This design comes from an exercise in tuning for small area on the open sky130 flow, not from production work. Only simulation tests tie the RTL to the original design; equivalence was not proved. Power is estimated from default activity; no workload was simulated.

==> flow/run.sh <==
#!/bin/bash
# Layout flow: the standard flow (standard.sh), with two changes.
# 1. After the standard synthesis, the combinational logic of the netlist is
#    mapped again by ABC for area (amap). Registers, full and half adders and
#    tie cells are kept as they are (same instances, names and cell types).
#    The new netlist is proven equivalent to the standard one with Yosys
#    (equiv_make / equiv_simple / equiv_induct); if that proof fails the
#    standard netlist is kept.
# 2. Port buffers are buf_1 cells.
# Each tool writes its full output to a log_*.log file in this folder.
set -euo pipefail
export BUFFER_PORTS_ARGS="-buffer_cell sky130_fd_sc_hd__buf_1"
export CTS_ARGS="-sink_clustering_enable -repair_clock_nets -buf_list sky130_fd_sc_hd__clkbuf_8 -dont_use_dummy_load"
YOSYS=$FLOW_HOME/../tools/install/yosys/bin/yosys
R=orfs/results/$FLOW_PLATFORM/MAC/base
LIB=$FLOW_HOME/platforms/$FLOW_PLATFORM/lib/sky130_fd_sc_hd__tt_025C_1v80.lib

bash standard.sh synth > log_1_standard_synth.log 2>&1
cp $R/1_2_yosys.v flow_standard.v

KEEP=$(grep -o 'sky130_fd_sc_hd__\(fa\|ha\|df\|edf\|sdf\|dl\|conb\)[a-z0-9_]*' flow_standard.v | sort -u | tr '\n' ' ')
DONT=$(grep -o 'cell *( *"\?sky130_fd_sc_hd__\(lpflow\|probe\)[a-z0-9_]*' $LIB | sed 's/.*(\s*"\?//' | sort -u | sed 's/^/-dont_use /' | tr '\n' ' ')
printf 'strash\ndch -f\namap\n' > remap.abc
cat > remap.ys <<EOF
read_liberty -ignore_miss_func $LIB
read_verilog flow_standard.v
hierarchy -top $FLOW_TOP
setattr -mod -set keep_hierarchy 1 $KEEP
flatten
opt_clean
abc -liberty $LIB -script remap.abc $DONT
opt_clean -purge
hilomap -singleton -hicell sky130_fd_sc_hd__conb_1 HI -locell sky130_fd_sc_hd__conb_1 LO
insbuf -buf sky130_fd_sc_hd__buf_1 A X
splitnets
opt_clean -purge
stat -liberty $LIB
write_verilog -noattr -noexpr -nohex -nodec -selected flow_remap_all.v
EOF
$YOSYS -l log_2_remap.log -q -s remap.ys > /dev/null 2>&1
awk -v top="$FLOW_TOP" '$1=="module" && $2 ~ "^"top"[ (]*" {on=1} on {print} on && /^endmodule/ {on=0}' flow_remap_all.v > flow_remap.v

cat > equiv.ys <<EOF
read_liberty -ignore_miss_func $LIB
read_verilog flow_standard.v
rename $FLOW_TOP gold
read_verilog flow_remap.v
rename $FLOW_TOP gate
flatten gold gate
async2sync
opt_clean
equiv_make gold gate equiv
equiv_simple -undef
equiv_induct -undef
equiv_status -assert
EOF
if $YOSYS -l log_3_equiv.log -q -s equiv.ys > /dev/null 2>&1; then
  echo "remapped netlist proven equivalent; using it"
  cp flow_remap.v $R/1_2_yosys.v
else
  echo "equivalence proof failed; keeping the standard netlist"
fi
touch $R/1_2_yosys.v
bash standard.sh synth > log_4_synth_odb.log 2>&1
bash standard.sh finish > log_5_finish.log 2>&1
==> standard.sh <==
#!/bin/bash
# synth_recipe.tcl (not shown) runs the flow's synth.tcl, then flattens the netlist and writes it again
# the make line also repeats each setting of config.mk as NAME=value (left out here)
make -C /OpenROAD-flow-scripts/flow DESIGN_CONFIG=/design/flow/config.mk WORK_HOME=/design/flow/orfs CLKGATE_MAP_FILE= SYNTH_SCRIPT=/design/flow/synth_recipe.tcl "${@:-finish}"
==> config.mk <==
export PLATFORM = sky130hd
export DESIGN_NAME = MAC
export DESIGN_NICKNAME = MAC
export VERILOG_FILES = /design/flow/design.v
export SDC_FILE = /design/flow/constraint.sdc
export NUM_CORES = 4
export LEC_CHECK = 0
export ABC_AREA = 1
export CAP_MARGIN = 20
export CORE_MARGIN = 2
export CORE_UTILIZATION = 60
export CTS_BUF_LIST = sky130_fd_sc_hd__clkbuf_8
export PLACE_DENSITY = 0.75
export SLEW_MARGIN = 20
export SYNTH_HIERARCHICAL = 1
export SYNTH_MINIMUM_KEEP_SIZE = 0
==> constraint.sdc <==
create_clock -name core_clock -period 9.0 [get_ports {clk}]
set_input_delay 1.8000 -clock core_clock [delete_from_list [all_inputs] [get_ports {clk}]]
set_output_delay 1.8000 -clock core_clock [all_outputs]
set_load 0.01 [all_outputs]
==> design.v <==
`timescale 1ns/1ps
module Delay #(
    parameter NUM_STAGES = 1,
    parameter DATA_WIDTH = 1
)(
    input  wire                  CLK,
    input  wire                  RESET_N,
    input  wire [DATA_WIDTH-1:0] DIN,
    output wire [DATA_WIDTH-1:0] DOUT
);
genvar i;
generate
if (NUM_STAGES == 0)
begin
    assign DOUT = DIN;
end
else if (NUM_STAGES > 0)
begin
    reg [NUM_STAGES*DATA_WIDTH-1:0] din_delay;
    always @(posedge CLK or negedge RESET_N)
    begin
        if(!RESET_N)
        begin
            din_delay[DATA_WIDTH-1:0] <= 0;
        end else
        begin
            din_delay[DATA_WIDTH-1:0] <= DIN;
        end
    end
    for (i=1; i<NUM_STAGES; i=i+1)
	 begin : REGISTER_STAGES
        always @(posedge CLK or negedge RESET_N )
        begin
            if(!RESET_N)
            begin
                din_delay[i*DATA_WIDTH+:DATA_WIDTH] <= 0;
            end else
            begin
                din_delay[i*DATA_WIDTH+:DATA_WIDTH] <= din_delay[(i-1)*DATA_WIDTH+:DATA_WIDTH];
            end
        end
    end
    assign DOUT = din_delay[(NUM_STAGES-1)*DATA_WIDTH+:DATA_WIDTH];
end
endgenerate
endmodule
module ADDF (
    input  a,
    input  b,
    input  c,
    output s,
    output co
);
assign {co, s} = a + b + c;
endmodule
module ADDH (
    input  a,
    input  b,
    output s,
    output co
);
assign {co, s} = a + b;
endmodule
module POPC32 (
    input  [31:0] x,
    output [4:0]  y
);
wire pc_1;
wire pc_2;
wire pc_3;
wire pc_4;
wire pc_5;
wire pc_6;
wire pc_7;
wire pc_8;
wire pc_9;
wire pc_10;
wire pc_11;
wire pc_12;
wire pc_13;
wire pc_14;
wire pc_15;
wire pc_16;
wire pc_17;
wire pc_18;
wire pc_19;
wire pc_20;
wire pc_21;
wire pc_22;
wire pc_23;
wire pc_24;
wire pc_25;
wire pc_26;
wire pc_27;
wire pc_28;
wire pc_29;
wire pc_30;
wire pc_31;
wire pc_32;
wire pc_33;
wire pc_34;
wire pc_35;
wire pc_36;
wire pc_37;
wire pc_38;
wire pc_39;
wire pc_40;
wire pc_41;
wire pc_42;
wire pc_43;
wire pc_44;
wire pc_45;
wire pc_46;
wire pc_47;
wire pc_48;
wire pc_49;
wire pc_50;
wire pc_51;
wire pc_52;
wire pc_53;
wire pc_54;
wire pc_55;
wire pc_56;
wire pc_57;
wire pc_58;
wire pc_59;
wire pc_60;
wire pc_61;
wire pc_62;
ADDF pc_f1 (.a(x[0]), .b(x[1]), .c(x[2]), .s(pc_1), .co(pc_2));
ADDF pc_f2 (.a(x[3]), .b(x[4]), .c(x[5]), .s(pc_3), .co(pc_4));
ADDF pc_f3 (.a(x[6]), .b(pc_1), .c(x[7]), .s(pc_5), .co(pc_6));
ADDF pc_f4 (.a(x[8]), .b(x[9]), .c(pc_3), .s(pc_7), .co(pc_8));
ADDF pc_f5 (.a(x[10]), .b(x[11]), .c(pc_5), .s(pc_9), .co(pc_10));
ADDF pc_f6 (.a(x[12]), .b(x[13]), .c(pc_7), .s(pc_11), .co(pc_12));
ADDF pc_f7 (.a(x[14]), .b(x[15]), .c(pc_9), .s(pc_13), .co(pc_14));
ADDF pc_f8 (.a(x[16]), .b(x[17]), .c(pc_11), .s(pc_15), .co(pc_16));
ADDF pc_f9 (.a(x[18]), .b(x[19]), .c(pc_13), .s(pc_17), .co(pc_18));
ADDF pc_f10 (.a(x[20]), .b(x[21]), .c(pc_15), .s(pc_19), .co(pc_20));
ADDF pc_f11 (.a(x[22]), .b(x[23]), .c(pc_17), .s(pc_21), .co(pc_22));
ADDF pc_f12 (.a(x[24]), .b(x[25]), .c(pc_19), .s(pc_23), .co(pc_24));
ADDF pc_f13 (.a(x[26]), .b(x[27]), .c(pc_21), .s(pc_25), .co(pc_26));
ADDF pc_f14 (.a(x[28]), .b(x[29]), .c(pc_23), .s(pc_27), .co(pc_28));
ADDF pc_f15 (.a(x[30]), .b(x[31]), .c(pc_25), .s(pc_29), .co(pc_30));
ADDH pc_h16 (.a(pc_27), .b(pc_29), .s(pc_31), .co(pc_32));
ADDF pc_f17 (.a(pc_2), .b(pc_4), .c(pc_6), .s(pc_33), .co(pc_34));
ADDF pc_f18 (.a(pc_8), .b(pc_10), .c(pc_33), .s(pc_35), .co(pc_36));
ADDF pc_f19 (.a(pc_12), .b(pc_14), .c(pc_35), .s(pc_37), .co(pc_38));
ADDF pc_f20 (.a(pc_16), .b(pc_18), .c(pc_37), .s(pc_39), .co(pc_40));
ADDF pc_f21 (.a(pc_20), .b(pc_22), .c(pc_39), .s(pc_41), .co(pc_42));
ADDF pc_f22 (.a(pc_24), .b(pc_26), .c(pc_41), .s(pc_43), .co(pc_44));
ADDF pc_f23 (.a(pc_28), .b(pc_30), .c(pc_43), .s(pc_45), .co(pc_46));
ADDH pc_h24 (.a(pc_32), .b(pc_45), .s(pc_47), .co(pc_48));
ADDF pc_f25 (.a(pc_34), .b(pc_36), .c(pc_38), .s(pc_49), .co(pc_50));
ADDF pc_f26 (.a(pc_40), .b(pc_49), .c(pc_42), .s(pc_51), .co(pc_52));
ADDF pc_f27 (.a(pc_44), .b(pc_51), .c(pc_46), .s(pc_53), .co(pc_54));
ADDH pc_h28 (.a(pc_48), .b(pc_53), .s(pc_55), .co(pc_56));
ADDF pc_f29 (.a(pc_50), .b(pc_52), .c(pc_54), .s(pc_57), .co(pc_58));
ADDH pc_h30 (.a(pc_56), .b(pc_57), .s(pc_59), .co(pc_60));
ADDH pc_h31 (.a(pc_58), .b(pc_60), .s(pc_61), .co(pc_62));
assign y = {pc_61, pc_59, pc_55, pc_47, pc_31};
endmodule
module MAC
    (
    input                                   clk     ,
    input                                   rst_n   ,
    output                                  MACMUX_Val,
    output reg [4    -1 : 0] MACMUX_Addr,
    output reg[ 32            -1 : 0] MACMUX_Psum,
    input                                   MUXMAC_Rdy,
    output                                  MACMUX_Empty,
    output                                  MACARB_ReqHelp,
    input                                   ARBMAC_Rst,
    input [ 2                       -1 : 0] PEBMAC_WeiCol,
    input [(
(8192*4*16*16/32) <= (1<<0) ? 0 : (8192*4*16*16/32) <= (1<<1) ? 1 :
(8192*4*16*16/32) <= (1<<2) ? 2 : (8192*4*16*16/32) <= (1<<3) ? 3 :
(8192*4*16*16/32) <= (1<<4) ? 4 : (8192*4*16*16/32) <= (1<<5) ? 5 :
(8192*4*16*16/32) <= (1<<6) ? 6 : (8192*4*16*16/32) <= (1<<7) ? 7 :
(8192*4*16*16/32) <= (1<<8) ? 8 : (8192*4*16*16/32) <= (1<<9) ? 9 :
(8192*4*16*16/32) <= (1<<10) ? 10 : (8192*4*16*16/32) <= (1<<11) ? 11 :
(8192*4*16*16/32) <= (1<<12) ? 12 : (8192*4*16*16/32) <= (1<<13) ? 13 :
(8192*4*16*16/32) <= (1<<14) ? 14 : (8192*4*16*16/32) <= (1<<15) ? 15 :
(8192*4*16*16/32) <= (1<<16) ? 16 : (8192*4*16*16/32) <= (1<<17) ? 17 :
(8192*4*16*16/32) <= (1<<18) ? 18 : (8192*4*16*16/32) <= (1<<19) ? 19 :
(8192*4*16*16/32) <= (1<<20) ? 20 : (8192*4*16*16/32) <= (1<<21) ? 21 :
(8192*4*16*16/32) <= (1<<22) ? 22 : (8192*4*16*16/32) <= (1<<23) ? 23 :
(8192*4*16*16/32) <= (1<<24) ? 24 : (8192*4*16*16/32) <= (1<<25) ? 25 :
(8192*4*16*16/32) <= (1<<26) ? 26 : (8192*4*16*16/32) <= (1<<27) ? 27 :
(8192*4*16*16/32) <= (1<<28) ? 28 : (8192*4*16*16/32) <= (1<<29) ? 29 :
(8192*4*16*16/32) <= (1<<30) ? 30 : (8192*4*16*16/32) <= (1<<31) ? 31 : 32)                        -1 : 0] AddrRowFlgAct,
    input [ (
(8192*4*16*16) <= (1<<0) ? 0 : (8192*4*16*16) <= (1<<1) ? 1 :
(8192*4*16*16) <= (1<<2) ? 2 : (8192*4*16*16) <= (1<<3) ? 3 :
(8192*4*16*16) <= (1<<4) ? 4 : (8192*4*16*16) <= (1<<5) ? 5 :
(8192*4*16*16) <= (1<<6) ? 6 : (8192*4*16*16) <= (1<<7) ? 7 :
(8192*4*16*16) <= (1<<8) ? 8 : (8192*4*16*16) <= (1<<9) ? 9 :
(8192*4*16*16) <= (1<<10) ? 10 : (8192*4*16*16) <= (1<<11) ? 11 :
(8192*4*16*16) <= (1<<12) ? 12 : (8192*4*16*16) <= (1<<13) ? 13 :
(8192*4*16*16) <= (1<<14) ? 14 : (8192*4*16*16) <= (1<<15) ? 15 :
(8192*4*16*16) <= (1<<16) ? 16 : (8192*4*16*16) <= (1<<17) ? 17 :
(8192*4*16*16) <= (1<<18) ? 18 : (8192*4*16*16) <= (1<<19) ? 19 :
(8192*4*16*16) <= (1<<20) ? 20 : (8192*4*16*16) <= (1<<21) ? 21 :
(8192*4*16*16) <= (1<<22) ? 22 : (8192*4*16*16) <= (1<<23) ? 23 :
(8192*4*16*16) <= (1<<24) ? 24 : (8192*4*16*16) <= (1<<25) ? 25 :
(8192*4*16*16) <= (1<<26) ? 26 : (8192*4*16*16) <= (1<<27) ? 27 :
(8192*4*16*16) <= (1<<28) ? 28 : (8192*4*16*16) <= (1<<29) ? 29 :
(8192*4*16*16) <= (1<<30) ? 30 : (8192*4*16*16) <= (1<<31) ? 31 : 32) + 6         -1 : 0] AddrRowAct,
    input [ (
(8192*4) <= (1<<0) ? 0 : (8192*4) <= (1<<1) ? 1 :
(8192*4) <= (1<<2) ? 2 : (8192*4) <= (1<<3) ? 3 :
(8192*4) <= (1<<4) ? 4 : (8192*4) <= (1<<5) ? 5 :
(8192*4) <= (1<<6) ? 6 : (8192*4) <= (1<<7) ? 7 :
(8192*4) <= (1<<8) ? 8 : (8192*4) <= (1<<9) ? 9 :
(8192*4) <= (1<<10) ? 10 : (8192*4) <= (1<<11) ? 11 :
(8192*4) <= (1<<12) ? 12 : (8192*4) <= (1<<13) ? 13 :
(8192*4) <= (1<<14) ? 14 : (8192*4) <= (1<<15) ? 15 :
(8192*4) <= (1<<16) ? 16 : (8192*4) <= (1<<17) ? 17 :
(8192*4) <= (1<<18) ? 18 : (8192*4) <= (1<<19) ? 19 :
(8192*4) <= (1<<20) ? 20 : (8192*4) <= (1<<21) ? 21 :
(8192*4) <= (1<<22) ? 22 : (8192*4) <= (1<<23) ? 23 :
(8192*4) <= (1<<24) ? 24 : (8192*4) <= (1<<25) ? 25 :
(8192*4) <= (1<<26) ? 26 : (8192*4) <= (1<<27) ? 27 :
(8192*4) <= (1<<28) ? 28 : (8192*4) <= (1<<29) ? 29 :
(8192*4) <= (1<<30) ? 30 : (8192*4) <= (1<<31) ? 31 : 32)                                    -1 : 0] AddrBlockWei,
    input [ 32            -1 : 0] MAC_FlgWei,
    input                                   MAC_FlgWei_Val,
    output                                  MAC_AddrFlgAct_Rdy,
    output reg [ (
(8192*4*16*16/32) <= (1<<0) ? 0 : (8192*4*16*16/32) <= (1<<1) ? 1 :
(8192*4*16*16/32) <= (1<<2) ? 2 : (8192*4*16*16/32) <= (1<<3) ? 3 :
(8192*4*16*16/32) <= (1<<4) ? 4 : (8192*4*16*16/32) <= (1<<5) ? 5 :
(8192*4*16*16/32) <= (1<<6) ? 6 : (8192*4*16*16/32) <= (1<<7) ? 7 :
(8192*4*16*16/32) <= (1<<8) ? 8 : (8192*4*16*16/32) <= (1<<9) ? 9 :
(8192*4*16*16/32) <= (1<<10) ? 10 : (8192*4*16*16/32) <= (1<<11) ? 11 :
(8192*4*16*16/32) <= (1<<12) ? 12 : (8192*4*16*16/32) <= (1<<13) ? 13 :
(8192*4*16*16/32) <= (1<<14) ? 14 : (8192*4*16*16/32) <= (1<<15) ? 15 :
(8192*4*16*16/32) <= (1<<16) ? 16 : (8192*4*16*16/32) <= (1<<17) ? 17 :
(8192*4*16*16/32) <= (1<<18) ? 18 : (8192*4*16*16/32) <= (1<<19) ? 19 :
(8192*4*16*16/32) <= (1<<20) ? 20 : (8192*4*16*16/32) <= (1<<21) ? 21 :
(8192*4*16*16/32) <= (1<<22) ? 22 : (8192*4*16*16/32) <= (1<<23) ? 23 :
(8192*4*16*16/32) <= (1<<24) ? 24 : (8192*4*16*16/32) <= (1<<25) ? 25 :
(8192*4*16*16/32) <= (1<<26) ? 26 : (8192*4*16*16/32) <= (1<<27) ? 27 :
(8192*4*16*16/32) <= (1<<28) ? 28 : (8192*4*16*16/32) <= (1<<29) ? 29 :
(8192*4*16*16/32) <= (1<<30) ? 30 : (8192*4*16*16/32) <= (1<<31) ? 31 : 32)-1:0] MAC_AddrFlgAct,
    input                                   MAC_FlgAct_Val,
    input [ 32            -1 : 0] MAC_FlgAct,
    output                                  MAC_AddrAct_Rdy,
    output reg[ (
(8192*4*16*16) <= (1<<0) ? 0 : (8192*4*16*16) <= (1<<1) ? 1 :
(8192*4*16*16) <= (1<<2) ? 2 : (8192*4*16*16) <= (1<<3) ? 3 :
(8192*4*16*16) <= (1<<4) ? 4 : (8192*4*16*16) <= (1<<5) ? 5 :
(8192*4*16*16) <= (1<<6) ? 6 : (8192*4*16*16) <= (1<<7) ? 7 :
(8192*4*16*16) <= (1<<8) ? 8 : (8192*4*16*16) <= (1<<9) ? 9 :
(8192*4*16*16) <= (1<<10) ? 10 : (8192*4*16*16) <= (1<<11) ? 11 :
(8192*4*16*16) <= (1<<12) ? 12 : (8192*4*16*16) <= (1<<13) ? 13 :
(8192*4*16*16) <= (1<<14) ? 14 : (8192*4*16*16) <= (1<<15) ? 15 :
(8192*4*16*16) <= (1<<16) ? 16 : (8192*4*16*16) <= (1<<17) ? 17 :
(8192*4*16*16) <= (1<<18) ? 18 : (8192*4*16*16) <= (1<<19) ? 19 :
(8192*4*16*16) <= (1<<20) ? 20 : (8192*4*16*16) <= (1<<21) ? 21 :
(8192*4*16*16) <= (1<<22) ? 22 : (8192*4*16*16) <= (1<<23) ? 23 :
(8192*4*16*16) <= (1<<24) ? 24 : (8192*4*16*16) <= (1<<25) ? 25 :
(8192*4*16*16) <= (1<<26) ? 26 : (8192*4*16*16) <= (1<<27) ? 27 :
(8192*4*16*16) <= (1<<28) ? 28 : (8192*4*16*16) <= (1<<29) ? 29 :
(8192*4*16*16) <= (1<<30) ? 30 : (8192*4*16*16) <= (1<<31) ? 31 : 32) + 6     -1 : 0] MAC_AddrAct,
    input                                   MAC_Act_Val,
    input [ 8             -1 : 0] MAC_Act,
    output                                  MAC_AddrWei_Rdy,
    output reg[ (
(8192*4) <= (1<<0) ? 0 : (8192*4) <= (1<<1) ? 1 :
(8192*4) <= (1<<2) ? 2 : (8192*4) <= (1<<3) ? 3 :
(8192*4) <= (1<<4) ? 4 : (8192*4) <= (1<<5) ? 5 :
(8192*4) <= (1<<6) ? 6 : (8192*4) <= (1<<7) ? 7 :
(8192*4) <= (1<<8) ? 8 : (8192*4) <= (1<<9) ? 9 :
(8192*4) <= (1<<10) ? 10 : (8192*4) <= (1<<11) ? 11 :
(8192*4) <= (1<<12) ? 12 : (8192*4) <= (1<<13) ? 13 :
(8192*4) <= (1<<14) ? 14 : (8192*4) <= (1<<15) ? 15 :
(8192*4) <= (1<<16) ? 16 : (8192*4) <= (1<<17) ? 17 :
(8192*4) <= (1<<18) ? 18 : (8192*4) <= (1<<19) ? 19 :
(8192*4) <= (1<<20) ? 20 : (8192*4) <= (1<<21) ? 21 :
(8192*4) <= (1<<22) ? 22 : (8192*4) <= (1<<23) ? 23 :
(8192*4) <= (1<<24) ? 24 : (8192*4) <= (1<<25) ? 25 :
(8192*4) <= (1<<26) ? 26 : (8192*4) <= (1<<27) ? 27 :
(8192*4) <= (1<<28) ? 28 : (8192*4) <= (1<<29) ? 29 :
(8192*4) <= (1<<30) ? 30 : (8192*4) <= (1<<31) ? 31 : 32)     -1 : 0] MAC_AddrWei,
    input                                   MAC_Wei_Val,
    input [ 8             -1 : 0] MAC_Wei
);
localparam IDLE    = 2'd0;
localparam WAITFLG = 2'd1;
localparam COMP    = 2'd2;
localparam WAITMUX = 2'd3;
reg  [1:0]  state;
reg  [1:0]  next_state;
reg         state_req;
reg         MAC_Empty;
reg  [4:0]  Cnt_Comp;        
reg         val_comp;        
reg         MAC_Addr_val;
reg         fnh;             
reg         OffAct_nz;       
reg         OffWei_nz;
reg  [31:0] ActFlag, WeiFlag;
reg         MACAW_ValOffset;
reg         MAC_Fnh;
reg  [4:0]  MACAW_OffsetAct;
reg  [4:0]  MACAW_OffsetWei;
wire comp     = state == COMP;
wire data_val = MAC_Wei_Val & MAC_Act_Val;
wire en_mac   = MAC_Addr_val & data_val & ~fnh;
wire pipe     = comp & (~MAC_Addr_val | data_val);
wire MAC_FnhRow = (Cnt_Comp == 5'd16) & MAC_Fnh;
wire done     = (~val_comp & en_mac) | ~MAC_Addr_val;
wire MAC_Sta  = (state == WAITFLG) & MAC_FlgWei_Val & MAC_FlgAct_Val;
always @(*) begin
    case (state)
        IDLE    : next_state = ARBMAC_Rst ? WAITFLG : IDLE;
        WAITFLG : next_state = (MAC_FlgWei_Val & MAC_FlgAct_Val) ? COMP : WAITFLG;
        COMP    : if (MAC_Fnh & done)
                      next_state = MAC_FnhRow ? IDLE : WAITFLG;
                  else if (MAC_Fnh & val_comp & en_mac)
                      next_state = WAITMUX;
                  else
                      next_state = COMP;
        default : next_state = MUXMAC_Rdy ? (MAC_FnhRow ? IDLE : WAITFLG) : WAITMUX;
    endcase
end
always @(posedge clk or negedge rst_n) begin
    if (!rst_n) state <= IDLE;
    else        state <= next_state;
end
assign MAC_AddrFlgAct_Rdy = state == WAITFLG;
assign MACMUX_Val   = (state == WAITMUX) & ~MUXMAC_Rdy;
assign MACMUX_Empty = state == IDLE;
wire next_state_req = state_req ? ~MAC_Empty : ARBMAC_Rst;
always @(posedge clk or negedge rst_n) begin
    if (!rst_n) state_req <= 1'b0;
    else        state_req <= next_state_req;
end
assign MACARB_ReqHelp = ~rst_n | ~next_state_req;
always @(posedge clk) begin
    MAC_Empty <= (next_state == IDLE) & (state != IDLE);
end
wire [17:0] flg_inc;
INCR #(.W(18)) u_inc_flg (.a(MAC_AddrFlgAct), .ci(MAC_Sta), .y(flg_inc));
always @(posedge clk or negedge rst_n) begin
    if (!rst_n)          MAC_AddrFlgAct <= 0;
    else if (ARBMAC_Rst) MAC_AddrFlgAct <= AddrRowFlgAct;
    else                 MAC_AddrFlgAct <= flg_inc;
end
wire [4:0] cnt_inc;
INCR #(.W(5)) u_inc_cnt (.a(Cnt_Comp), .ci(MAC_Sta), .y(cnt_inc));
always @(posedge clk) begin
    if (ARBMAC_Rst) Cnt_Comp <= 0;
    else            Cnt_Comp <= cnt_inc;
end
wire [3:0] addr_inc;
INCR #(.W(4)) u_inc_addr (.a(MACMUX_Addr), .ci(MAC_Sta), .y(addr_inc));
always @(posedge clk or negedge rst_n) begin
    if (!rst_n)          MACMUX_Addr <= 0;
    else if (ARBMAC_Rst) MACMUX_Addr <= 4'd0 - PEBMAC_WeiCol;
    else                 MACMUX_Addr <= addr_inc;
end
always @(posedge clk) begin
    if (ARBMAC_Rst)   val_comp <= 1'b0;
    else if (MAC_Sta) val_comp <= ~(MACMUX_Addr[3] & MACMUX_Addr[2] & MACMUX_Addr[1]);
end
wire        ld_act = ARBMAC_Rst;
wire [28:0] act_sum;
ADDR5 #(.W(29)) u_add_act (
    .x  (ld_act ? AddrRowAct : MAC_AddrAct),
    .y  ({5{ld_act}} | ({5{pipe}} & MACAW_OffsetAct)),
    .yh (ld_act),
    .s  (act_sum)
);
always @(posedge clk or negedge rst_n) begin
    if (!rst_n) MAC_AddrAct <= 0;
    else        MAC_AddrAct <= act_sum;
end
wire        ld_wei = ARBMAC_Rst | MAC_Sta;
wire [14:0] wei_sum;
ADDR5 #(.W(15)) u_add_wei (
    .x  (ld_wei ? AddrBlockWei : MAC_AddrWei),
    .y  ({5{ld_wei}} | ({5{pipe}} & MACAW_OffsetWei)),
    .yh (ld_wei),
    .s  (wei_sum)
);
always @(posedge clk or negedge rst_n) begin
    if (!rst_n) MAC_AddrWei <= 0;
    else        MAC_AddrWei <= wei_sum;
end
always @(posedge clk or negedge rst_n) begin
    if (!rst_n)                     MAC_Addr_val <= 1'b0;
    else if (ARBMAC_Rst | MAC_Sta)  MAC_Addr_val <= 1'b0;
    else if (pipe)                  MAC_Addr_val <= MACAW_ValOffset;
end
always @(posedge clk) begin
    if (ARBMAC_Rst | MAC_Sta) fnh <= 1'b1;
    else if (pipe)            fnh <= MAC_Fnh;
end
always @(posedge clk) begin
    if (pipe) begin
        OffAct_nz <= |MACAW_OffsetAct;
        OffWei_nz <= |MACAW_OffsetWei;
    end
end
assign MAC_AddrAct_Rdy = MAC_Addr_val & OffAct_nz;
assign MAC_AddrWei_Rdy = MAC_Addr_val & OffWei_nz;
wire [32:0] S;
assign S[0] = 1'b0;
genvar i;
generate
    for (i = 0; i < 32; i = i + 1) begin : g_s
        assign S[i+1] = S[i] | (ActFlag[i] & WeiFlag[i]);
    end
endgenerate
wire        wf   = state == WAITFLG;
wire [31:0] keep = (S[31:0] | {32{~pipe}}) & {32{~wf}};
wire [4:0]  Offset_Act, Offset_Wei;
POPC32 u_pa (.x(ActFlag & ~S[31:0]), .y(Offset_Act));
POPC32 u_pw (.x(WeiFlag & ~S[31:0]), .y(Offset_Wei));
always @(posedge clk) begin
    ActFlag <= ({32{wf}} & MAC_FlgAct) | (keep & ActFlag);
    WeiFlag <= ({32{wf}} & MAC_FlgWei) | (keep & WeiFlag);
end
always @(posedge clk) begin
    if (wf) begin
        MACAW_ValOffset <= 1'b0;
        MAC_Fnh         <= 1'b0;
    end else if (pipe) begin
        MACAW_ValOffset <= (|ActFlag) | (|WeiFlag);
        MAC_Fnh         <= ~S[32];
    end
end
always @(posedge clk or negedge rst_n) begin
    if (!rst_n) begin
        MACAW_OffsetAct <= 0;
        MACAW_OffsetWei <= 0;
    end else if (pipe) begin
        MACAW_OffsetAct <= Offset_Act;
        MACAW_OffsetWei <= Offset_Wei;
    end
end
wire [31:0] psum_sum;
MACC8 u_macc (
    .a (MAC_Act & {8{en_mac}}),
    .w (MAC_Wei),
    .p (MACMUX_Psum),
    .y (psum_sum)
);
always @(posedge clk or negedge rst_n) begin
    if (!rst_n) MACMUX_Psum <= 0;
    else        MACMUX_Psum <= psum_sum & {32{~MAC_Sta}};
end
endmodule
module INCR #(parameter W = 4) (
    input  [W-1:0] a,
    input          ci,
    output [W-1:0] y
);
wire [W:0] c;
assign c[0] = ci;
genvar k;
generate
    for (k = 0; k < W; k = k + 1) begin : g
        ADDH u (.a(a[k]), .b(c[k]), .s(y[k]), .co(c[k+1]));
    end
endgenerate
endmodule
module ADDR5 #(parameter W = 15) (
    input  [W-1:0] x,
    input  [4:0]   y,
    input          yh,
    output [W-1:0] s
);
wire [5:0] c;
assign c[0] = 1'b0;
genvar k;
generate
    for (k = 0; k < 5; k = k + 1) begin : g_lo
        if (k == 0)
            ADDH u (.a(x[k]), .b(y[k]), .s(s[k]), .co(c[k+1]));
        else
            ADDF u (.a(x[k]), .b(y[k]), .c(c[k]), .s(s[k]), .co(c[k+1]));
    end
endgenerate
wire [W:5] t;
assign t[5] = c[5] ^ yh;
generate
    for (k = 5; k < W; k = k + 1) begin : g_hi
        assign t[k+1] = t[k] & (x[k] ^ yh);
        assign s[k]   = x[k] ^ t[k];
    end
endgenerate
endmodule
module MACC8 (
    input  [7:0]  a,
    input  [7:0]  w,
    input  [31:0] p,
    output [31:0] y
);
wire mc_1;
wire mc_2;
wire mc_3;
wire mc_4;
wire mc_5;
wire mc_6;
wire mc_7;
wire mc_8;
wire mc_9;
wire mc_10;
wire mc_11;
wire mc_12;
wire mc_13;
wire mc_14;
wire mc_15;
wire mc_16;
wire mc_17;
wire mc_18;
wire mc_19;
wire mc_20;
wire mc_21;
wire mc_22;
wire mc_23;
wire mc_24;
wire mc_25;
wire mc_26;
wire mc_27;
wire mc_28;
wire mc_29;
wire mc_30;
wire mc_31;
wire mc_32;
wire mc_33;
wire mc_34;
wire mc_35;
wire mc_36;
wire mc_37;
wire mc_38;
wire mc_39;
wire mc_40;
wire mc_41;
wire mc_42;
wire mc_43;
wire mc_44;
wire mc_45;
wire mc_46;
wire mc_47;
wire mc_48;
wire mc_49;
wire mc_50;
wire mc_51;
wire mc_52;
wire mc_53;
wire mc_54;
wire mc_55;
wire mc_56;
wire mc_57;
wire mc_58;
wire mc_59;
wire mc_60;
wire mc_61;
wire mc_62;
wire mc_63;
wire mc_64;
wire mc_65;
wire mc_66;
wire mc_67;
wire mc_68;
wire mc_69;
wire mc_70;
wire mc_71;
wire mc_72;
wire mc_73;
wire mc_74;
wire mc_75;
wire mc_76;
wire mc_77;
wire mc_78;
wire mc_79;
wire mc_80;
wire mc_81;
wire mc_82;
wire mc_83;
wire mc_84;
wire mc_85;
wire mc_86;
wire mc_87;
wire mc_88;
wire mc_89;
wire mc_90;
wire mc_91;
wire mc_92;
wire mc_93;
wire mc_94;
wire mc_95;
wire mc_96;
wire mc_97;
wire mc_98;
wire mc_99;
wire mc_100;
wire mc_101;
wire mc_102;
wire mc_103;
wire mc_104;
wire mc_105;
wire mc_106;
wire mc_107;
wire mc_108;
wire mc_109;
wire mc_110;
wire mc_111;
wire mc_112;
wire mc_113;
wire mc_114;
wire mc_115;
wire mc_116;
wire mc_117;
wire mc_118;
wire mc_119;
wire mc_120;
wire mc_121;
wire mc_122;
wire mc_123;
wire mc_124;
wire mc_125;
wire mc_126;
wire mc_127;
wire mc_128;
wire mc_129;
wire mc_130;
wire mc_131;
wire mc_132;
wire mc_133;
wire mc_134;
wire mc_135;
wire mc_136;
wire mc_137;
wire mc_138;
wire mc_139;
wire mc_140;
wire mc_141;
wire mc_142;
wire mc_143;
wire mc_144;
wire mc_145;
wire mc_146;
wire mc_147;
wire mc_148;
wire mc_149;
wire mc_150;
wire mc_151;
wire mc_152;
wire mc_153;
wire mc_154;
wire mc_155;
wire mc_156;
wire mc_157;
wire mc_158;
wire mc_159;
wire mc_160;
wire mc_161;
wire mc_162;
wire mc_163;
wire mc_164;
wire mc_165;
wire mc_166;
wire mc_167;
wire mc_168;
wire mc_169;
wire mc_170;
wire mc_171;
wire mc_172;
wire mc_173;
wire mc_174;
wire mc_175;
wire mc_176;
wire mc_177;
wire mc_178;
wire mc_179;
wire mc_180;
wire mc_181;
wire mc_182;
wire mc_183;
wire mc_184;
wire mc_185;
wire mc_186;
wire mc_187;
wire mc_188;
wire mc_189;
wire mc_190;
wire mc_191;
wire mc_192;
wire mc_193;
wire mc_194;
wire mc_195;
wire mc_196;
wire mc_197;
wire mc_198;
wire mc_199;
wire mc_200;
wire mc_201;
wire mc_202;
wire mc_203;
wire mc_204;
wire mc_205;
wire mc_206;
wire mc_207;
wire mc_208;
wire mc_209;
wire mc_210;
wire mc_211;
wire mc_212;
wire mc_213;
wire mc_214;
wire mc_215;
wire mc_216;
wire mc_217;
wire mc_218;
wire mc_219;
wire mc_220;
wire mc_221;
wire mc_222;
wire mc_223;
wire mc_224;
wire mc_225;
wire mc_226;
wire mc_227;
wire mc_228;
wire mc_229;
wire mc_230;
wire mc_231;
wire mc_232;
wire mc_233;
wire mc_234;
assign mc_1 = a[0] & w[0];
assign mc_2 = a[0] & w[1];
assign mc_3 = a[0] & w[2];
assign mc_4 = a[0] & w[3];
assign mc_5 = a[0] & w[4];
assign mc_6 = a[0] & w[5];
assign mc_7 = a[0] & w[6];
assign mc_8 = ~(a[0] & w[7]);
assign mc_9 = a[1] & w[0];
assign mc_10 = a[1] & w[1];
assign mc_11 = a[1] & w[2];
assign mc_12 = a[1] & w[3];
assign mc_13 = a[1] & w[4];
assign mc_14 = a[1] & w[5];
assign mc_15 = a[1] & w[6];
assign mc_16 = ~(a[1] & w[7]);
assign mc_17 = a[2] & w[0];
assign mc_18 = a[2] & w[1];
assign mc_19 = a[2] & w[2];
assign mc_20 = a[2] & w[3];
assign mc_21 = a[2] & w[4];
assign mc_22 = a[2] & w[5];
assign mc_23 = a[2] & w[6];
assign mc_24 = ~(a[2] & w[7]);
assign mc_25 = a[3] & w[0];
assign mc_26 = a[3] & w[1];
assign mc_27 = a[3] & w[2];
assign mc_28 = a[3] & w[3];
assign mc_29 = a[3] & w[4];
assign mc_30 = a[3] & w[5];
assign mc_31 = a[3] & w[6];
assign mc_32 = ~(a[3] & w[7]);
assign mc_33 = a[4] & w[0];
assign mc_34 = a[4] & w[1];
assign mc_35 = a[4] & w[2];
assign mc_36 = a[4] & w[3];
assign mc_37 = a[4] & w[4];
assign mc_38 = a[4] & w[5];
assign mc_39 = a[4] & w[6];
assign mc_40 = ~(a[4] & w[7]);
assign mc_41 = a[5] & w[0];
assign mc_42 = a[5] & w[1];
assign mc_43 = a[5] & w[2];
assign mc_44 = a[5] & w[3];
assign mc_45 = a[5] & w[4];
assign mc_46 = a[5] & w[5];
assign mc_47 = a[5] & w[6];
assign mc_48 = ~(a[5] & w[7]);
assign mc_49 = a[6] & w[0];
assign mc_50 = a[6] & w[1];
assign mc_51 = a[6] & w[2];
assign mc_52 = a[6] & w[3];
assign mc_53 = a[6] & w[4];
assign mc_54 = a[6] & w[5];
assign mc_55 = a[6] & w[6];
assign mc_56 = ~(a[6] & w[7]);
assign mc_57 = ~(a[7] & w[0]);
assign mc_58 = ~(a[7] & w[1]);
assign mc_59 = ~(a[7] & w[2]);
assign mc_60 = ~(a[7] & w[3]);
assign mc_61 = ~(a[7] & w[4]);
assign mc_62 = ~(a[7] & w[5]);
assign mc_63 = ~(a[7] & w[6]);
assign mc_64 = a[7] & w[7];
ADDF mc_f1 (.a(p[1]), .b(mc_2), .c(mc_9), .s(mc_65), .co(mc_66));
ADDF mc_f2 (.a(p[2]), .b(mc_3), .c(mc_10), .s(mc_67), .co(mc_68));
ADDF mc_f3 (.a(mc_17), .b(mc_66), .c(mc_67), .s(mc_69), .co(mc_70));
ADDF mc_f4 (.a(p[3]), .b(mc_4), .c(mc_11), .s(mc_71), .co(mc_72));
ADDF mc_f5 (.a(mc_18), .b(mc_25), .c(mc_68), .s(mc_73), .co(mc_74));
ADDF mc_f6 (.a(mc_71), .b(mc_70), .c(mc_73), .s(mc_75), .co(mc_76));
ADDF mc_f7 (.a(p[4]), .b(mc_5), .c(mc_12), .s(mc_77), .co(mc_78));
ADDF mc_f8 (.a(mc_19), .b(mc_26), .c(mc_33), .s(mc_79), .co(mc_80));
ADDF mc_f9 (.a(mc_72), .b(mc_77), .c(mc_79), .s(mc_81), .co(mc_82));
ADDF mc_f10 (.a(mc_74), .b(mc_81), .c(mc_76), .s(mc_83), .co(mc_84));
ADDF mc_f11 (.a(p[5]), .b(mc_6), .c(mc_13), .s(mc_85), .co(mc_86));
ADDF mc_f12 (.a(mc_20), .b(mc_27), .c(mc_34), .s(mc_87), .co(mc_88));
ADDF mc_f13 (.a(mc_41), .b(mc_78), .c(mc_80), .s(mc_89), .co(mc_90));
ADDF mc_f14 (.a(mc_85), .b(mc_87), .c(mc_82), .s(mc_91), .co(mc_92));
ADDF mc_f15 (.a(mc_89), .b(mc_91), .c(mc_84), .s(mc_93), .co(mc_94));
ADDF mc_f16 (.a(p[6]), .b(mc_7), .c(mc_14), .s(mc_95), .co(mc_96));
ADDF mc_f17 (.a(mc_21), .b(mc_28), .c(mc_35), .s(mc_97), .co(mc_98));
ADDF mc_f18 (.a(mc_42), .b(mc_49), .c(mc_86), .s(mc_99), .co(mc_100));
ADDF mc_f19 (.a(mc_88), .b(mc_95), .c(mc_97), .s(mc_101), .co(mc_102));
ADDF mc_f20 (.a(mc_90), .b(mc_99), .c(mc_101), .s(mc_103), .co(mc_104));
ADDF mc_f21 (.a(mc_92), .b(mc_103), .c(mc_94), .s(mc_105), .co(mc_106));
ADDF mc_f22 (.a(p[7]), .b(mc_8), .c(mc_15), .s(mc_107), .co(mc_108));
ADDF mc_f23 (.a(mc_22), .b(mc_29), .c(mc_36), .s(mc_109), .co(mc_110));
ADDF mc_f24 (.a(mc_43), .b(mc_50), .c(mc_57), .s(mc_111), .co(mc_112));
ADDF mc_f25 (.a(mc_96), .b(mc_98), .c(mc_107), .s(mc_113), .co(mc_114));
ADDF mc_f26 (.a(mc_109), .b(mc_111), .c(mc_100), .s(mc_115), .co(mc_116));
ADDF mc_f27 (.a(mc_102), .b(mc_113), .c(mc_115), .s(mc_117), .co(mc_118));
ADDF mc_f28 (.a(mc_104), .b(mc_117), .c(mc_106), .s(mc_119), .co(mc_120));
assign mc_121 = ~(p[8] ^ mc_16);
assign mc_122 = p[8] | mc_16;
ADDF mc_f29 (.a(mc_23), .b(mc_30), .c(mc_37), .s(mc_123), .co(mc_124));
ADDF mc_f30 (.a(mc_44), .b(mc_51), .c(mc_58), .s(mc_125), .co(mc_126));
ADDF mc_f31 (.a(mc_108), .b(mc_110), .c(mc_112), .s(mc_127), .co(mc_128));
ADDF mc_f32 (.a(mc_121), .b(mc_123), .c(mc_125), .s(mc_129), .co(mc_130));
ADDF mc_f33 (.a(mc_114), .b(mc_127), .c(mc_129), .s(mc_131), .co(mc_132));
ADDF mc_f34 (.a(mc_116), .b(mc_131), .c(mc_118), .s(mc_133), .co(mc_134));
ADDF mc_f35 (.a(p[9]), .b(mc_24), .c(mc_31), .s(mc_135), .co(mc_136));
ADDF mc_f36 (.a(mc_38), .b(mc_45), .c(mc_52), .s(mc_137), .co(mc_138));
ADDF mc_f37 (.a(mc_59), .b(mc_122), .c(mc_124), .s(mc_139), .co(mc_140));
ADDF mc_f38 (.a(mc_126), .b(mc_135), .c(mc_137), .s(mc_141), .co(mc_142));
ADDF mc_f39 (.a(mc_128), .b(mc_130), .c(mc_139), .s(mc_143), .co(mc_144));
ADDF mc_f40 (.a(mc_141), .b(mc_132), .c(mc_143), .s(mc_145), .co(mc_146));
ADDF mc_f41 (.a(p[10]), .b(mc_32), .c(mc_39), .s(mc_147), .co(mc_148));
ADDF mc_f42 (.a(mc_46), .b(mc_53), .c(mc_60), .s(mc_149), .co(mc_150));
ADDF mc_f43 (.a(mc_136), .b(mc_138), .c(mc_147), .s(mc_151), .co(mc_152));
ADDF mc_f44 (.a(mc_149), .b(mc_140), .c(mc_142), .s(mc_153), .co(mc_154));
ADDF mc_f45 (.a(mc_151), .b(mc_144), .c(mc_153), .s(mc_155), .co(mc_156));
ADDF mc_f46 (.a(p[11]), .b(mc_40), .c(mc_47), .s(mc_157), .co(mc_158));
ADDF mc_f47 (.a(mc_54), .b(mc_61), .c(mc_148), .s(mc_159), .co(mc_160));
ADDF mc_f48 (.a(mc_150), .b(mc_157), .c(mc_152), .s(mc_161), .co(mc_162));
ADDF mc_f49 (.a(mc_159), .b(mc_154), .c(mc_161), .s(mc_163), .co(mc_164));
ADDF mc_f50 (.a(p[12]), .b(mc_48), .c(mc_55), .s(mc_165), .co(mc_166));
ADDF mc_f51 (.a(mc_62), .b(mc_158), .c(mc_165), .s(mc_167), .co(mc_168));
ADDF mc_f52 (.a(mc_160), .b(mc_167), .c(mc_162), .s(mc_169), .co(mc_170));
ADDF mc_f53 (.a(p[13]), .b(mc_56), .c(mc_63), .s(mc_171), .co(mc_172));
ADDF mc_f54 (.a(mc_166), .b(mc_171), .c(mc_168), .s(mc_173), .co(mc_174));
ADDF mc_f55 (.a(p[14]), .b(mc_64), .c(mc_172), .s(mc_175), .co(mc_176));
assign mc_177 = ~(p[15] ^ mc_176);
assign mc_178 = p[15] | mc_176;
ADDH mc_h56 (.a(mc_1), .b(p[0]), .s(mc_179), .co(mc_180));
ADDH mc_h57 (.a(mc_65), .b(mc_180), .s(mc_181), .co(mc_182));
ADDH mc_h58 (.a(mc_69), .b(mc_182), .s(mc_183), .co(mc_184));
ADDH mc_h59 (.a(mc_75), .b(mc_184), .s(mc_185), .co(mc_186));
ADDH mc_h60 (.a(mc_83), .b(mc_186), .s(mc_187), .co(mc_188));
ADDH mc_h61 (.a(mc_93), .b(mc_188), .s(mc_189), .co(mc_190));
ADDH mc_h62 (.a(mc_105), .b(mc_190), .s(mc_191), .co(mc_192));
ADDH mc_h63 (.a(mc_119), .b(mc_192), .s(mc_193), .co(mc_194));
ADDF mc_f64 (.a(mc_120), .b(mc_133), .c(mc_194), .s(mc_195), .co(mc_196));
ADDH mc_h65 (.a(mc_134), .b(mc_145), .s(mc_197), .co(mc_198));
ADDF mc_f66 (.a(mc_146), .b(mc_155), .c(mc_198), .s(mc_199), .co(mc_200));
ADDF mc_f67 (.a(mc_156), .b(mc_163), .c(mc_200), .s(mc_201), .co(mc_202));
ADDF mc_f68 (.a(mc_164), .b(mc_169), .c(mc_202), .s(mc_203), .co(mc_204));
ADDF mc_f69 (.a(mc_170), .b(mc_173), .c(mc_204), .s(mc_205), .co(mc_206));
ADDF mc_f70 (.a(mc_174), .b(mc_175), .c(mc_206), .s(mc_207), .co(mc_208));
ADDH mc_h71 (.a(mc_177), .b(mc_208), .s(mc_209), .co(mc_210));
assign mc_211 = ~(mc_134 ^ mc_145);
assign mc_212 = mc_134 | mc_145;
ADDF mc_f72 (.a(mc_146), .b(mc_155), .c(mc_212), .s(mc_213), .co(mc_214));
ADDF mc_f73 (.a(mc_156), .b(mc_163), .c(mc_214), .s(mc_215), .co(mc_216));
ADDF mc_f74 (.a(mc_164), .b(mc_169), .c(mc_216), .s(mc_217), .co(mc_218));
ADDF mc_f75 (.a(mc_170), .b(mc_173), .c(mc_218), .s(mc_219), .co(mc_220));
ADDF mc_f76 (.a(mc_174), .b(mc_175), .c(mc_220), .s(mc_221), .co(mc_222));
ADDH mc_h77 (.a(mc_177), .b(mc_222), .s(mc_223), .co(mc_224));
assign mc_225 = mc_196 ? mc_211 : mc_197;
assign mc_226 = mc_196 ? mc_213 : mc_199;
assign mc_227 = mc_196 ? mc_215 : mc_201;
assign mc_228 = mc_196 ? mc_217 : mc_203;
assign mc_229 = mc_196 ? mc_219 : mc_205;
assign mc_230 = mc_196 ? mc_221 : mc_207;
assign mc_231 = mc_196 ? mc_223 : mc_209;
assign mc_232 = mc_196 ? mc_224 : mc_210;
assign mc_233 = mc_178 & mc_232;
assign mc_234 = ~(mc_178 | mc_232);
wire [16:0] ones, zeros;
assign ones[0] = 1'b1;
assign zeros[0] = 1'b1;
genvar k;
generate for (k = 0; k < 16; k = k + 1) begin : g_hi
    assign ones[k+1]  = ones[k] & p[16+k];
    assign zeros[k+1] = zeros[k] & ~p[16+k];
    assign y[16+k] = p[16+k] ^ ((mc_233 & ones[k]) | (mc_234 & zeros[k]));
end endgenerate
assign y[15:0] = {mc_231, mc_230, mc_229, mc_228, mc_227, mc_226, mc_225, mc_195, mc_193, mc_191, mc_189, mc_187, mc_185, mc_183, mc_181, mc_179};
endmodule
==> impl_metrics.csv, run 1 <==
group,metric,value,unit
finish,final_nets,1888,
timing,fmax,0.1163,GHz
global_routing,grt_util_all_layers,0.2722,
logic_synthesis,netlist_area,12130,um^2
drt,routed.top_layer,"met5",
timing,slew_headroom,0.3174,
drt,wire_per_inst,15.46,um
flow_run,drv_cap,0,
global_routing,grt_start_max_net_pins,72,
clock_network,numCtsBuffers,17,
die,core_area,20040,um^2
drt,drc,0,
min_path,holdPathEnd,"state_req$_DFF_PN0_",
global_routing,overflow,0,
global_routing,grt_pass1_wl,46600,um
setup_path,critPathMaxStageDelay,460,ps
clock_network,cts_tree,"yes",
drt,routed_via_density,5.496,
clock_network,cts_max_level,4,
setup_path,arrival,8960,ps
setup_path,r2r_end,"MACAW_OffsetAct[4]$_DFFE_PN0P_",
die,die_x,146.2,um
finish,num-fill-cells,1697,
timing,fin_crit,8600,ps
setup_path,crit_path_max_fanout,7,
power_and_ir_drop,pwr_density_cell,368.2,nW/um^2
setup_path,r2r_slack,680,ps
timing,setup_tns,0,ps
drt,wl,28190,um
global_routing,grt_pass1_vias,9882,
logic_synthesis,syn_nets,1679,
setup_path,path_common_cell,"fa_1",
min_path,hold_depth,1,
timing,period_share,0.9556,
die,die_y,146.2,um
die,dieArea,21370,um^2
drt,ant_nets,0,
timing,fin_skew,44.26,ps
min_path,hp-start,"MAC_Empty$_DFF_P_",
finish,synthToLayoutAreaGrowth,13.15,%
clock_network,cts_buffer_depth,2,
setup_path,criticalPathCategory,"in -> reg",
timing,setup_viol,0,
setup_path,worst_r2r_path_depth,38,
drt,met3_length,1348,um
setup_path,crit_family,"adder cells",
die,rows,52,
drt,num_vias,10019,
setup_path,required,9360,ps
placed_design,io_buffer_count,255,
setup_path,cp-end-kind,"flip-flop",
min_path,hp-class,"reg -> reg",
placed_design,place_hpwl,21980,um
drt,initialDrtViolationCount,562,
timing,hold_slack,463.3,ps
outcome,status,"finished clean",
timing,hold_viol,0,
clock_network,clk_pin_slew,90,ps
timing,worst_slew_pin_slew,1018,ps
setup_path,cp_num_buf_inv,6,
logic_synthesis,synthCells,1345,
power_and_ir_drop,peakVddDrop,0.2745,mV
clock_network,clkLatencyLatePin,480,ps
die,initial_utilization,0.6052,
drt,wl_met1,11440,um
clock_network,cts-hold-fix-buffers,0,
clock_network,cts.sinks,188,
finish,drive_above_1_share,0.05928,
logic_synthesis,yosysWarnings,7,
drt,firstDrtPassIters,4,
placed_design,gp_congestion,0.8776,
drt,wl_met2,14450,um
setup_path,r2r-start,"ActFlag[0]$_DFF_P_",
logic_synthesis,syn_avg_cell_area,9.017,um^2
power_and_ir_drop,p_leak,5.726,nW
global_routing,antenna_found_initial,2,
clock_network,cts_root_buffer,"clkbuf_8",
setup_path,crit_slowest_cell,"fa_1",
die,io_pins,256,
setup_path,startpoint_type,"primary input",
timing,slew_viol_final,0,
==> cell type report <==
| cell class | count | area, um^2 | share of cell area |
|---|---|---|---|
| clock buffer | 17 | 234.0 | 0.01705 |
| multi-input combinational | 919 | 7038 | 0.5129 |
| sequential | 188 | 4344 | 0.3166 |
| tap | 270 | 337.8 | 0.02462 |
| inverter | 140 | 526.8 | 0.03838 |
| timing repair buffer | 288 | 1240 | 0.09035 |
| antenna | 1 | 2.502 | 0.0001823 |
==> power breakdown <==
| group | leakage (nW) | internal [W] | switching, W | total (W) |
|---|---|---|---|---|
| combinational | 3.64 | 0.00138 | 0.00185 | 0.00324 |
| clock | 0.122 | 0.000167 | 0.000267 | 0.000435 |
| sequential | 1.96 | 0.00116 | 0.000219 | 0.00138 |
| total | 5.73 | 0.00271 | 0.00234 | 0.00505 |
==> stage by stage <==
stage	power [W]	instances	util	setup WS (ps)	cell area (um^2)
floorplan	0.003707	1345	-	10.79	12200
global placement	0.004504	1801	0.6674	104.7	13370
detailed placement	0.004664	1801	0.6674	-92.34	13370
CTS	0.005105	1818	0.6791	107.0	13610
global route	0.005639	1823	0.6848	-6.299	13720
finish	0.005053	1823	0.6848	399.6	13720
==> repair_timing <==
item,4_1_cts,5_1_grt
setup endpoints to repair,0,8
gates resized for setup,0,23
setup buffers,0,3
==> state kept, by name, indices dropped and copies added (netlist names), 2 cells and up <==
name             flops
ActFlag             32
Cnt_Comp             5
MACAW_OffsetAct      5
MACAW_OffsetWei      5
MACMUX_Addr          4
MACMUX_Psum         32
MAC_AddrAct         29
MAC_AddrFlgAct      18
MAC_AddrWei         15
WeiFlag             32
state                2
==> layer usage <==
layer | global-route usage | up-vias
li1 | - | 4860
met1 | 0.3403 | 4798
met2 | 0.4767 | 296
met3 | 0.04969 | 63
met4 | 0.09806 | 2
met5 | 0 | -
==> worst reg2reg max path: cells and delay by family, from the launching register on <==
family | cells | cell delay, ps
AO/OA/AOI/OAI | 27 | 4640
adder cells (fa/ha/maj) | 7 | 2570
AND/OR/NAND/NOR | 3 | 460
flip-flops | 1 | 360
buffers and inverters | 1 | 130
==> layout by cell type, fill, tap and decap left out, types with 3 or more instances in the layout <==
cell,n
buf_1,253
nor2_1,221
o21ai_0,141
clkinv_1,138
fa_1,117
dfrtp_1,112
nand2_1,89
dfxtp_1,74
ha_1,56
a21oi_1,56
buf_4,31
o22a_1,30
o22ai_1,26
nand3_1,18
a22oi_1,18
nor2b_1,18
nor4_1,17
clkbuf_8,17
o21bai_1,13
fa_2,9
nor3_1,9
nand2_2,7
nand4_1,7
a211oi_1,7
nor2_2,6
or2_0,5
and3_1,5
a21oi_2,5
a32o_1,4
nor3_4,3
o21ai_1,3
o32ai_1,3
==> worst max path at each step <==
stage | from | to | slack (ps) | depth (start not counted)
6_report | MAC_Act_Val | MACMUX_Psum[31]$_DFF_PN0_ | 400 | 37
5_1_grt | MAC_Act_Val | MACMUX_Psum[31]$_DFF_PN0_ | -6 | 36
4_1_cts | ActFlag[0]$_DFF_P_ | MACAW_OffsetWei[4]$_DFFE_PN0P_ | 110 | 38
3_5_place_dp | MAC_Act_Val | MACMUX_Psum[31]$_DFF_PN0_ | -90 | 36
3_3_place_gp | MAC_Wei_Val | MACMUX_Psum[31]$_DFF_PN0_ | 100 | 35
2_1_floorplan | MAC_Act_Val | MACMUX_Psum[31]$_DFF_PN0_ | 10 | 33
==> run 2: changes to the inputs <==
--- a/config.mk
+++ b/config.mk
@@ -10,5 +10,5 @@
 export CORE_MARGIN = 2
-export CORE_UTILIZATION = 60
+export CORE_UTILIZATION = 40
 export CTS_BUF_LIST = sky130_fd_sc_hd__clkbuf_8
-export PLACE_DENSITY = 0.75
+export PLACE_DENSITY = 0.6
 export SLEW_MARGIN = 20
==> impl_metrics.csv, run 2 <==
group,metric,value,unit
setup_path,required,9410,ps
power_and_ir_drop,p_switching,0.002351,W
global_routing,grt_util_all_layers,0.1921,
logic_synthesis,synthCells,1345,
die,io_pins,256,
outcome,status,"finished clean",
finish,final_nets,1893,
timing,period_share,0.9504,
setup_path,arrival,8960,ps
drt,routed_via_density,5.020,
placed_design,io_buffer_count,255,
clock_network,cts_tree,"yes",
logic_synthesis,yosysWarnings,7,
timing,hold_viol,0,
global_routing,grt_pass1_wl,47750,um
finish,synthToLayoutAreaGrowth,14.34,%
drt,wl,29610,um
power_and_ir_drop,combPwrFrac,0.641,
setup_path,path_common_cell,"fa_1",
power_and_ir_drop,p_leak,5.735,nW
logic_synthesis,syn_avg_cell_area,9.017,um^2
finish,final_cell_mix,"buf_1, nor2_1, o21ai_0, clkinv_1, fa_1",
placed_design,dp_cells,1930,
timing,slew_viol_final,0,
timing,worst_slew_pin_slew,708.5,ps
drt,num_vias,9779,
power_and_ir_drop,clkPwrFrac,0.088,
power_and_ir_drop,internal_power,0.002726,W
die,initial_utilization,0.4081,
clock_network,cts_buffer_depth,2,
clock_network,post_cts_buffers,0,
setup_path,startpoint_type,"primary input",
clock_network,numCtsBuffers,17,
finish,layout_commonest_cell,"buf_1",
timing,fmax,0.1169,GHz
placed_design,place_ws,-99.57,ps
drt,ant_nets,0,
logic_synthesis,syn_nets,1679,
timing,hold_slack,419.2,ps
global_routing,overflow,0,
timing,rsz0062_at_grt,"no",
logic_synthesis,netlist_area,12130,um^2
global_routing,grt_pass1_vias,9672,
clock_network,clkLatencyLatePin,490,ps
placed_design,place_hpwl,23440,um
setup_path,crit_path_max_fanout,14,
clock_network,cts_max_level,4,
drt,drc,0,
clock_network,cts.sinks,188,
timing,fin_crit,8553,ps
setup_path,critPathMaxStageDelay,500,ps
finish,drive_above_1_share,0.05909,
global_routing,antenna_found_initial,1,
clock_network,cts_root_buffer,"clkbuf_8",
placed_design,gp_congestion,0.8245,
drt,initialDrtViolationCount,528,
timing,setup_viol,0,
die,rows,63,
setup_path,criticalPathCategory,"in -> reg",
min_path,hp-class,"reg -> reg",
drt,wire_per_inst,15.20,um
timing,slew_headroom,0.5276,
timing,fin_skew,52.74,ps
power_and_ir_drop,peakVddDrop,0.2008,mV
setup_path,cp-end-kind,"flip-flop",
finish,layoutNonFillerInstCount,1948,
setup_path,crit_slowest_cell,"fa_1",
finish,biggestRegsByFlops,"ActFlag (32), MACMUX_Psum (32), WeiFlag (32)",
power_and_ir_drop,p_sw_frac,0.4631,
clock_network,clk_pin_slew,110,ps
die,dieArea,31730,um^2
timing,setup_ws,446.7,ps
die,die_x,178.1,um
flow_run,drv_cap,0,
power_and_ir_drop,seq_power_share,0.271,
die,core_area,29720,um^2
die,die_y,178.1,um
drt,firstDrtPassIters,5,
global_routing,grt_start_max_net_pins,70,
power_and_ir_drop,pwr_density_cell,366.1,nW/um^2
## run 2: critical path, delay by kind of cell
| kind | cells | cell delay, ps |
|---|---|---|
| and+or+nand+nor | 15 | 1970 |
| AOI/OAI and AO/OA | 3 | 500 |
| adders and majority gates | 12 | 4220 |
| buffers and inverters | 5 | 490 |
## run 2: per-layer routing
layer,up-vias,wire [um],GRT usage
met5,-,0,0
met4,0,723,0.06523
met3,45,1324,0.03069
met2,245,14540,0.3248
met1,4626,13010,0.2509
li1,4863,-,-
## run 2: area by class of cell
type,count,area (um^2)
Antenna cell,1,2.502
Tap cell,390,488.0
Multi-Input combinational cell,919,7004
Inverter,140,526.8
Timing Repair Buffer,293,1267
Sequential cell,188,4344
Clock buffer,17,234.0
Fill cell,2900,15850
## run 2: power groups by stage
stage | Sequential [W] | Combinational, W | Clock, W
finish | 0.00138 | 0.00326 | 0.000445
global route | 0.00142 | 0.00376 | 0.000495
CTS | 0.00137 | 0.00330 | 0.000469
detailed placement | 0.00139 | 0.00329 | 0
global placement | 0.00138 | 0.00323 | 0
floorplan | 0.00133 | 0.00237 | 0
## run 2: through the flow
stage               total power [W]  TNS, ps  cell area [um^2]  utilization
floorplan                  0.003707        0             12200            -
global placement           0.004615        0             13580       0.4571
detailed placement         0.004684   -99.57             13600       0.4576
CTS                        0.005147        0             13830       0.4655
global route               0.005673        0             13870       0.4666
finish                     0.005077        0             13870       0.4666
## run 2: path summary, 6_finish.rpt
path                                    startpoint  cells after the start  slack, ps                             end
worst max-delay path                   MAC_Act_Val                     35        450       MACMUX_Psum[31]$_DFF_PN0_
worst min-delay path             MAC_Empty$_DFF_P_                      1        420             state_req$_DFF_PN0_
worst max register to register  WeiFlag[0]$_DFF_P_                     38        840  MACAW_OffsetAct[4]$_DFFE_PN0P_
worst min register to register   MAC_Empty$_DFF_P_                      1        420             state_req$_DFF_PN0_
max in group asynchronous                    rst_n                      2       6620        MACMUX_Psum[2]$_DFF_PN0_
min in group asynchronous                    rst_n                      1       1340             state_req$_DFF_PN0_
## run 2: timing repair
item / CTS / global route
endpoints found under the setup margin: 0 / 6
hold buffers: 0 / 0
gates resized for setup: 0 / 13
==> run 3: changes to the inputs <==
--- a/flow/run.sh
+++ b/flow/run.sh
@@ -12,3 +12,3 @@
 export BUFFER_PORTS_ARGS="-buffer_cell sky130_fd_sc_hd__buf_1"
-export CTS_ARGS="-sink_clustering_enable -repair_clock_nets -buf_list sky130_fd_sc_hd__clkbuf_8 -dont_use_dummy_load"
+export CTS_ARGS="-sink_clustering_enable -repair_clock_nets -buf_list {sky130_fd_sc_hd__clkbuf_4 sky130_fd_sc_hd__clkbuf_8} -dont_use_dummy_load"
 YOSYS=$FLOW_HOME/../tools/install/yosys/bin/yosys
==> impl_metrics.csv, run 3 <==
group,metric,value,unit
power_and_ir_drop,p_sw_frac,0.4631,
die,core_area,29720,um^2
logic_synthesis,syn_avg_cell_area,9.017,um^2
timing,period_share,0.9504,
flow_run,drv_cap,0,
timing,rsz0062_at_grt,"no",
global_routing,grt_pass1_vias,9672,
logic_synthesis,yosysWarnings,7,
global_routing,overflow,0,
die,initial_utilization,0.4081,
logic_synthesis,netlist_area,12130,um^2
timing,worst_slew_pin_slew,708.5,ps
setup_path,cp-end-kind,"flip-flop",
global_routing,grt_util_all_layers,0.1921,
setup_path,arrival,8960,ps
clock_network,cts_max_level,4,
finish,biggestRegsByFlops,"ActFlag (32), MACMUX_Psum (32), WeiFlag (32)",
clock_network,cts_tree,"yes",
power_and_ir_drop,internal_power,0.002726,W
power_and_ir_drop,total_power,0.005077,W
clock_network,cts-hold-fix-buffers,0,
setup_path,r2r-start,"WeiFlag[0]$_DFF_P_",
clock_network,clkLatencyLatePin,490,ps
logic_synthesis,syn_nets,1679,
drt,firstDrtPassIters,5,
clock_network,cts_resized,0,
clock_network,numCtsBuffers,17,
setup_path,path_common_cell,"fa_1",
timing,setup_viol,0,
placed_design,gp_congestion,0.8245,
finish,final_nets,1893,
setup_path,required,9410,ps
min_path,hp-class,"reg -> reg",
clock_network,cts_buffer_depth,2,
timing,fin_crit,8553,ps
timing,slew_headroom,0.5276,
setup_path,criticalPathCategory,"in -> reg",
clock_network,cts.sinks,188,
finish,drive_above_1_share,0.05909,
finish,layout_commonest_cell,"buf_1",
die,die_y,178.1,um
global_routing,antenna_found_initial,1,
timing,fmax,0.1169,GHz
setup_path,crit_path_start,"MAC_Act_Val",
setup_path,startpoint_type,"primary input",
finish,final_cell_mix,"buf_1, nor2_1, o21ai_0, clkinv_1, fa_1",
drt,initialDrtViolationCount,528,
die,die_x,178.1,um
min_path,hp-start,"MAC_Empty$_DFF_P_",
die,dieArea,31730,um^2
setup_path,critPathMaxStageDelay,500,ps
global_routing,grt_start_max_net_pins,70,
drt,wire_per_inst,15.20,um
setup_path,crit_path_max_fanout,14,
finish,num-fill-cells,2900,
outcome,status,"finished clean",
placed_design,io_buffer_count,255,
drt,routed_via_density,5.020,
drt,wl,29610,um
finish,synthToLayoutAreaGrowth,14.34,%
timing,fin_skew,52.74,ps
clock_network,post_cts_buffers,0,
timing,slew_viol_final,0,
timing,hold_viol,0,
power_and_ir_drop,peakVddDrop,0.2008,mV
global_routing,grt_pass1_wl,47750,um
clock_network,clk_pin_slew,110,ps
placed_design,place_hpwl,23440,um
clock_network,cts_root_buffer,"clkbuf_8",
timing,hold_slack,419.2,ps
drt,drc,0,
power_and_ir_drop,seq_power_share,0.271,
power_and_ir_drop,p_switching,0.002351,W
setup_path,crit_slowest_cell,"fa_1",
die,io_pins,256,
drt,num_vias,9779,
drt,ant_nets,0,
logic_synthesis,synthCells,1345,
power_and_ir_drop,pwr_density_cell,366.1,nW/um^2
power_and_ir_drop,p_leak,5.735,nW
power_and_ir_drop,combPwrFrac,0.641,
die,rows,63,
power_and_ir_drop,clkPwrFrac,0.088,
[run 3: cell counts in the layout (fill, tap and decap cells not counted)]
Identical to the previous run, type by type.
[run 3: worst max-delay path, delay by kind of cell]
family	cells	cell delay [ps]
buf+inv	5	490
simple gates	15	1970
fa+ha+maj	12	4220
compound gates	3	500
[run 3: path summary, 6_finish.rpt]
kind	end	slack (ps)	cells past startpoint
worst max-delay path	MACMUX_Psum[31]$_DFF_PN0_	450	35
worst min-delay path	state_req$_DFF_PN0_	420	1
worst max register to register	MACAW_OffsetAct[4]$_DFFE_PN0P_	840	38
worst min register to register	state_req$_DFF_PN0_	420	1
max in group asynchronous	MACMUX_Psum[2]$_DFF_PN0_	6620	2
min in group asynchronous	state_req$_DFF_PN0_	1340	1
[run 3: layer usage]
metal / wire (um) / GRT usage / vias up / share of wire
li1: - / - / 4863 / -
met1: 13010 / 0.2509 / 4626 / 0.44
met2: 14540 / 0.3248 / 245 / 0.49
met3: 1324 / 0.03069 / 45 / 0.045
met4: 723 / 0.06523 / 0 / 0.024
met5: 0 / 0 / - / 0
[run 3: stage by stage]
stage	cell area (um^2)	setup WS, ps	TNS, ps	std cells	utilization
detailed placement	13600	-99.57	-99.57	1930	0.4576
floorplan	12200	10.79	0	1345	-
CTS	13830	261.2	0	1947	0.4655
global placement	13580	47.35	0	1929	0.4571
finish	13870	446.7	0	1948	0.4666
global route	13870	12.10	0	1948	0.4666
[run 3: cell type report]
class	instances	area (um^2)	share of cell area
multi-input cells	919	7004	0.5051
flip-flops and latches	188	4344	0.3133
repair buffers	293	1267	0.09140
inverters	140	526.8	0.03799
well taps	390	488.0	0.03519
clock buffers	17	234.0	0.01687
diodes	1	2.502	0.0001805
[run 3: power groups by stage]
stage	clock, W	sequential (W)	combinational, W
floorplan	0	0.00133	0.00237
global placement	0	0.00138	0.00323
detailed placement	0	0.00139	0.00329
CTS	0.000469	0.00137	0.00330
global route	0.000495	0.00142	0.00376
finish	0.000445	0.00138	0.00326

separate check: timing with driven ports:
Ports are ideal in the flow. The routed layouts listed here were re-timed in OpenROAD. Step 1 sets driving cells, clkbuf_16 on the clock port and buf_2 on the other inputs (assumed; they add their load-dependent delay and slew). Step 2 adds t to the input delays and takes it off the output delays; t is the mean of the earliest and latest rising clock arrival at the registers after step 1. Input paths then give back, and output paths get back, about the clock's delay inside the block. Three values: ideal ports, drivers, drivers and shift; two values: the first two.
run | t, ns | setup slack, ns | worst hold slack (ns)
run 1 | 0.504 | 0.400 / 0.416 / -0.088 | 0.463 / 0.463 / 0.463
run 2 | 0.510 | 0.447 / 0.466 / -0.043 | 0.419 / 0.419 / 0.419
run 3 | 0.510 | 0.447 / 0.466 / -0.043 | 0.419 / 0.419 / 0.419
With both steps, setup timing fails in every run listed, where it was met with ideal ports.
